What follows belongs to an exercise in optimizing a design on an open flow for small area and a short achievable clock period; a production flow would make more cautious choices. Where RTL was checked, it was by simulation tests only, not by an equivalence proof against the original.

Design fir_16tap, start of the top module:
module fir_16tap (
	input  wire               clk,
	input  wire               rst,
	input  wire signed [15:0] xin,
	output wire signed [35:0] yout
);
==> module fir_16tap, before the edit <==
module fir_16tap (
	input  wire               clk,
	input  wire               rst,
	input  wire signed [15:0] xin,
	output wire signed [35:0] yout
);
reg  [15:0] d [1:14];            
reg  [15:0] m;                   
reg  [22:0] y;
reg  [22:0] v;
reg  [3:0]  cnt;                 
wire        mv = &cnt[3:1];      
wire [15:0] mn = mv ? {~d[14][15], d[14][14:0]} : 16'h8000;
wire [15:0] xf = {~xin[15], xin[14:0]};
wire [22:0] y_n, v_n;
wire [22:0] p = {y[21:0], 1'b0} ^ v;    
wire [22:0] g = {y[21:0], 1'b0} & v;
fir_v u_v (.y(y), .m(m), .mn(mn), .s(v_n));
fir_y u_y (.p(p), .g(g), .xf(xf), .s(y_n));
integer k;
always @(posedge clk) begin
	d[1] <= xin;
	for (k = 2; k <= 14; k = k + 1)
		d[k] <= d[k-1];
end
always @(posedge clk) begin
	if (rst) begin
		cnt <= 4'd0;
		m   <= 16'h8000;
		y   <= 23'd0;
		v   <= 23'h7f8000;
	end else begin
		if (!(&cnt))
			cnt <= cnt + 4'd1;
		m   <= mn;
		y   <= y_n;
		v   <= v_n;
	end
end
assign yout = {{13{y[22]}}, y};
endmodule
Settings: LEC_CHECK=0, CAP_MARGIN=20, CORE_MARGIN=2, CORE_UTILIZATION=65, SLEW_MARGIN=20, SYNTH_HIERARCHICAL=1; clock period 12.5 ns.
standard.sh (not shown) runs the stock make flow with config.mk's settings and CLKGATE_MAP_FILE= SYNTH_SCRIPT=/design/flow/synth_recipe.tcl, a recipe that flattens the netlist after the stock synthesis.
==> flow/flow/run.sh <==
#!/bin/bash
# The standard layout, with:
# - ORFS synthesis run through flow/my_synth.tcl, which is synth_recipe.tcl
#   with Yosys's abc pass given flow/abc.script and the full-adder
#   extraction limited to full adders in module fir_v;
# - a tighter setup target for timing repair;
# - small port buffers;
# - a clock tree of small buffers without dummy loads.
# make's output goes to make.log.
set -euo pipefail
export MY_ABC_SCRIPT="$PWD/flow/abc.script"
export MY_EXTRACT_FA="-fa fir_v"
bash standard.sh \
  "SYNTH_SCRIPT=$PWD/flow/my_synth.tcl" \
  SETUP_SLACK_MARGIN=8.4 \
  "BUFFER_PORTS_ARGS=-buffer_cell sky130_fd_sc_hd__buf_2" \
  "CTS_ARGS=-sink_clustering_enable -repair_clock_nets -dont_use_dummy_load -buf_list {sky130_fd_sc_hd__clkbuf_8} -sink_clustering_size 20 -sink_clustering_max_diameter 50" \
  finish > make.log 2>&1
==> flow/flow/abc.script <==
&get -n
&st
&dch
&nf -R 1000
&put
topo
stime -c
==> flow/flow/my_synth.tcl <==
proc synth {args} { yosys synth -nofsm -noshare {*}$args }
proc abc {args} {
  set i [lsearch -exact $args -script]
  if {$i >= 0 && [info exists ::env(MY_ABC_SCRIPT)]} { lset args [expr {$i + 1}] $::env(MY_ABC_SCRIPT) }
  yosys abc {*}$args
}
proc extract_fa {args} {
  if {[info exists ::env(MY_EXTRACT_FA)]} { set args $::env(MY_EXTRACT_FA) }
  yosys extract_fa {*}$args
}
source $::env(SCRIPTS_DIR)/synth.tcl
# left out here: clear keep_hierarchy, flatten, clean up, hide names made inside functions, write 1_2_yosys.v
Rerun with:
--- a/flow/design.v
+++ b/flow/design.v
@@ -9,13 +9,15 @@
 reg  [22:0] y;
 reg  [22:0] v;
 reg  [3:0]  cnt;                 
+reg         rr;                  
+wire [22:0] ye = rr ? 23'd0 : y;    
 wire        mv = &cnt[3:1];      
 wire [15:0] mn = mv ? {~d[14][15], d[14][14:0]} : 16'h8000;
 wire [15:0] xf = {~xin[15], xin[14:0]};
 wire [22:0] y_n, v_n;
-wire [22:0] p = {y[21:0], 1'b0} ^ v;    
-wire [22:0] g = {y[21:0], 1'b0} & v;
-fir_v u_v (.y(y), .m(m), .mn(mn), .s(v_n));
+wire [22:0] p = {ye[21:0], 1'b0} ^ v;   
+wire [22:0] g = {ye[21:0], 1'b0} & v;
+fir_v u_v (.y(ye), .m(m), .mn(mn), .s(v_n));
 fir_y u_y (.p(p), .g(g), .xf(xf), .s(y_n));
 integer k;
 always @(posedge clk) begin
@@ -24,20 +26,22 @@
 		d[k] <= d[k-1];
 end
 always @(posedge clk) begin
+	rr <= rst;
+	y  <= y_n;
+end
+always @(posedge clk) begin
 	if (rst) begin
 		cnt <= 4'd0;
 		m   <= 16'h8000;
-		y   <= 23'd0;
 		v   <= 23'h7f8000;
 	end else begin
 		if (!(&cnt))
 			cnt <= cnt + 4'd1;
 		m   <= mn;
-		y   <= y_n;
 		v   <= v_n;
 	end
 end
-assign yout = {{13{y[22]}}, y};
+assign yout = {{13{ye[22]}}, ye};
 endmodule
 module fir_v (
 	input  wire [22:0] y,
Result: Synthesized area is about the same. Die area barely changes. Critical path depth went down by 9. Sequential cell count went up by 1. Wire length went up by 6.1%. Worst setup slack degrades by 0.099 ns. Synthesized cell count went up by 0.67%. Global-route usage went up by 0.77 points. Count of clock-buffer cells in the layout went up by 2. Register-to-register slack degrades by 0.12 ns. Via count went up by 1.5%. Hold slack barely changes. Cell area went up by 0.42%.
Function not checked in the second run of this note: the RTL went through the layout flow alone.

The RTL this note starts from:
==> flow/design.v <==
module fir_16tap (
	input  wire               clk,
	input  wire               rst,
	input  wire signed [15:0] xin,
	output wire signed [35:0] yout
);
reg signed [15:0] d [1:15];      
reg signed [22:0] y;
reg signed [19:0] s;
reg        [3:0]  cnt;           
wire               v15  = &cnt;
wire signed [15:0] x15m = v15 ? d[15] : 16'sd0;
wire signed [19:0] a = s - x15m;
wire signed [22:0] b = y + s - $signed({x15m, 4'd0});
wire signed [19:0] s_n;
wire signed [22:0] y_n;
fir_add #(.N(20)) u_adds (.a(a), .x(xin), .s(s_n));
fir_add #(.N(23)) u_addy (.a(b), .x(xin), .s(y_n));
integer k;
always @(posedge clk) begin
	d[1] <= xin;
	for (k = 2; k <= 15; k = k + 1)
		d[k] <= d[k-1];
end
always @(posedge clk) begin
	if (rst) begin
		cnt <= 4'd0;
		y   <= 23'sd0;
		s   <= 20'sd0;
	end else begin
		if (!v15)
			cnt <= cnt + 4'd1;
		y   <= y_n;
		s   <= s_n;
	end
end
assign yout = y;
endmodule
module fir_add #(parameter N = 20) (
	input  wire signed [N-1:0] a,
	input  wire signed [15:0]  x,
	output wire signed [N-1:0] s
);
assign s = a + x;
endmodule
make LEC_CHECK=0 CAP_MARGIN=20 CORE_MARGIN=2 CORE_UTILIZATION=40 SLEW_MARGIN=20 finish   # period 12.5 ns
run.sh (not shown) runs the stock make flow with config.mk's settings and CLKGATE_MAP_FILE= SYNTH_SCRIPT=/design/flow/synth_recipe.tcl, a recipe that flattens the netlist after the stock synthesis.
Stock flow here: none of the scripts above is used.
==> next run, changes <==
==> flow/design.v (replaced) <==
module fir_16tap (
	input  wire               clk,
	input  wire               rst,
	input  wire signed [15:0] xin,
	output wire signed [35:0] yout
);
reg signed [15:0] d [1:14];      
reg signed [15:0] x15;           
reg signed [22:0] y;
reg signed [19:0] w;
reg        [3:0]  cnt;           
wire              v14 = &cnt[3:1];
wire signed [15:0] x14m = v14 ? d[14] : 16'sd0;
integer k;
always @(posedge clk) begin
	d[1] <= xin;
	for (k = 2; k <= 14; k = k + 1)
		d[k] <= d[k-1];
end
always @(posedge clk) begin
	if (rst) begin
		cnt <= 4'd0;
		x15 <= 16'sd0;
		y   <= 23'sd0;
		w   <= 20'sd0;
	end else begin
		if (cnt != 4'd15)
			cnt <= cnt + 4'd1;
		x15 <= x14m;
		y   <= y + w - 23'sd15 * x15 + xin;
		w   <= w - x14m + xin;
	end
end
assign yout = y;
endmodule
The new run passed the timing, DRC and antenna checks.
Non-clock buffer count is unchanged.
Die area rose by about 17%.
Utilization fell by 1.0 points.
Clock skew fell by 12 ps.
Area after synthesis rose by about 17%.
Wire length rose by about 22%.
Register-to-register slack gets better by 280 ps.
Fmax fell by 21%.
Function was not checked in any run of this note: the RTL went through the layout flow alone.

v6:
fir_16tap, a different RTL version from the one above (not shown whole).
Size in the first run: about 960 cells after synthesis, about 290 flip-flops, roughly 54 I/O pins.
## fir_16tap
module fir_16tap (
	input  wire               clk,
	input  wire               rst,
	input  wire signed [15:0] xin,
	output wire signed [35:0] yout
);
==> module fir_16tap, before the edit <==
module fir_16tap (
	input  wire               clk,
	input  wire               rst,
	input  wire signed [15:0] xin,
	output wire signed [35:0] yout
);
reg  [15:0] d [1:14];            
reg  [15:0] m;                   
reg  [22:0] y;
reg  [22:0] u;
reg  [3:0]  cnt;                 
wire [22:0] mx = {{7{m[15]}}, m};
wire [22:0] b  = {y[21:0], 1'b0} - u - {mx[18:0], 4'd0};
wire [22:0] y_n;
fir_add u_add (.a(b), .x(xin), .s(y_n));
integer k;
always @(posedge clk) begin
	d[1] <= xin;
	for (k = 2; k <= 14; k = k + 1)
		d[k] <= d[k-1];
end
always @(posedge clk) begin
	if (rst || !(&cnt[3:1]))
		m <= 16'd0;
	else
		m <= d[14];
end
always @(posedge clk) begin
	if (rst) begin
		cnt <= 4'd0;
		y   <= 23'd0;
		u   <= 23'd0;
	end else begin
		if (!(&cnt))
			cnt <= cnt + 4'd1;
		y   <= y_n;
		u   <= y - {mx[18:0], 4'd0} + mx;
	end
end
assign yout = {{13{y[22]}}, y};
endmodule
==> module fir_add, before the edit <==
module fir_add (
	input  wire [22:0] a,
	input  wire [15:0] x,
	output wire [22:0] s
);
assign s = a + {{7{x[15]}}, x};
endmodule
==> flow/config.mk <==
export PLATFORM = sky130hd
export DESIGN_NAME = fir_16tap
export DESIGN_NICKNAME = fir_16tap
export VERILOG_FILES = /design/flow/design.v
export SDC_FILE = /design/flow/constraint.sdc
export NUM_CORES = 4
export LEC_CHECK = 0
export CAP_MARGIN = 20
export CORE_MARGIN = 2
export CORE_UTILIZATION = 40
export SLEW_MARGIN = 20
export SYNTH_HIERARCHICAL = 1
==> flow/constraint.sdc <==
create_clock -name core_clock -period 12.5 [get_ports {clk}]
set_input_delay 2.5000 -clock core_clock [delete_from_list [all_inputs] [get_ports {clk}]]
set_output_delay 2.5000 -clock core_clock [all_outputs]
set_load 0.01 [all_outputs]
Input-level comparison between v7 and v6:
==> flow/design.v <==
module fir_16tap (
	input  wire               clk,
	input  wire               rst,
	input  wire signed [15:0] xin,
	output wire signed [35:0] yout
);
reg signed [15:0] d [1:15];      
reg signed [22:0] y;
reg signed [19:0] s;
reg        [3:0]  cnt;           
wire               v15  = &cnt;
wire signed [15:0] x15m = v15 ? d[15] : 16'sd0;
wire signed [19:0] a = s - x15m;
wire signed [22:0] b = y + s - $signed({x15m, 4'd0});
wire signed [19:0] s_n;
wire signed [22:0] y_n;
fir_add #(.N(20)) u_adds (.a(a), .x(xin), .s(s_n));
fir_add #(.N(23)) u_addy (.a(b), .x(xin), .s(y_n));
integer k;
always @(posedge clk) begin
	d[1] <= xin;
	for (k = 2; k <= 15; k = k + 1)
		d[k] <= d[k-1];
end
always @(posedge clk) begin
	if (rst) begin
		cnt <= 4'd0;
		y   <= 23'sd0;
		s   <= 20'sd0;
	end else begin
		if (!v15)
			cnt <= cnt + 4'd1;
		y   <= y_n;
		s   <= s_n;
	end
end
assign yout = y;
endmodule
module fir_add #(parameter N = 20) (
	input  wire signed [N-1:0] a,
	input  wire signed [15:0]  x,
	output wire signed [N-1:0] s
);
assign s = a + x;
endmodule
Findings:
v7 completed; timing, DRC and antenna clean. v7 vs. v6: met2 track demand over resource climbed 0.35 points; hold-fix buffer count after cts roughly the same; worst hold slack fell 3.1 ps. Summary of the comparison: overall die height is higher in v7, relative to v6. Buffer count excluding the clock tree in the final layout essentially unchanged between v7 and v6. v7 reports a lower initial core utilization than v6 does. Compared to v6, v7 has clock tree buffer count of the final layout 2.7% lower. When v7 is measured against v6, its wire length after detailed routing turns out 14% higher.
No functional check of the RTL was part of any run of this note.

## what the ideal ports hide
The results above use ideal ports. As a check the final layouts listed here were re-extracted and re-timed, cells and wires unchanged.
Step 1, drivers: a clkbuf_16 drives clk and a buf_2 each remaining input, both assumed.
Step 2 adds t to the input delays and takes it off the output delays; t is the mean of the earliest and latest rising clock arrival at the registers after step 1. Input paths then give back, and output paths get back, about the clock's delay inside the block.
Slacks: no drivers / after step 1 / after step 2; pairs: no drivers / after step 1.
| run | t, ns | setup slack, ns | worst setup path after step 2 | clock arrival spread, ns | worst register clock-pin slew, ns |
|---|---|---|---|---|---|
| the first run of note 1 | 0.556 | 8.479 / 8.500 / 7.944 | input to register | 0.056 / 0.056 | 0.11 / 0.11 |
| the second run of note 1 | 0.558 | 8.380 / 8.344 / 7.914 | input to register | 0.073 / 0.073 | 0.11 / 0.11 |
| the first run of note 2 | 0.582 | 7.257 / 7.282 / 6.700 | input to register | 0.028 / 0.028 | 0.07 / 0.07 |
| the second run of note 2 | 0.607 | 5.848 / 5.875 / 5.268 | input to register | 0.021 / 0.021 | 0.07 / 0.07 |
| v6 | 0.576 | 7.802 / 7.802 / 7.281 | input to register | 0.027 / 0.028 | 0.07 / 0.07 |
| v7 | 0.591 | 6.860 / 6.860 / 6.860 | register to register | 0.037 / 0.036 | 0.06 / 0.06 |
After both steps every run listed still meets setup and hold. For the second run of note 2, which loses most, drivers alone change the setup slack by +0.027 ns; drivers and shift together by -0.580 ns.
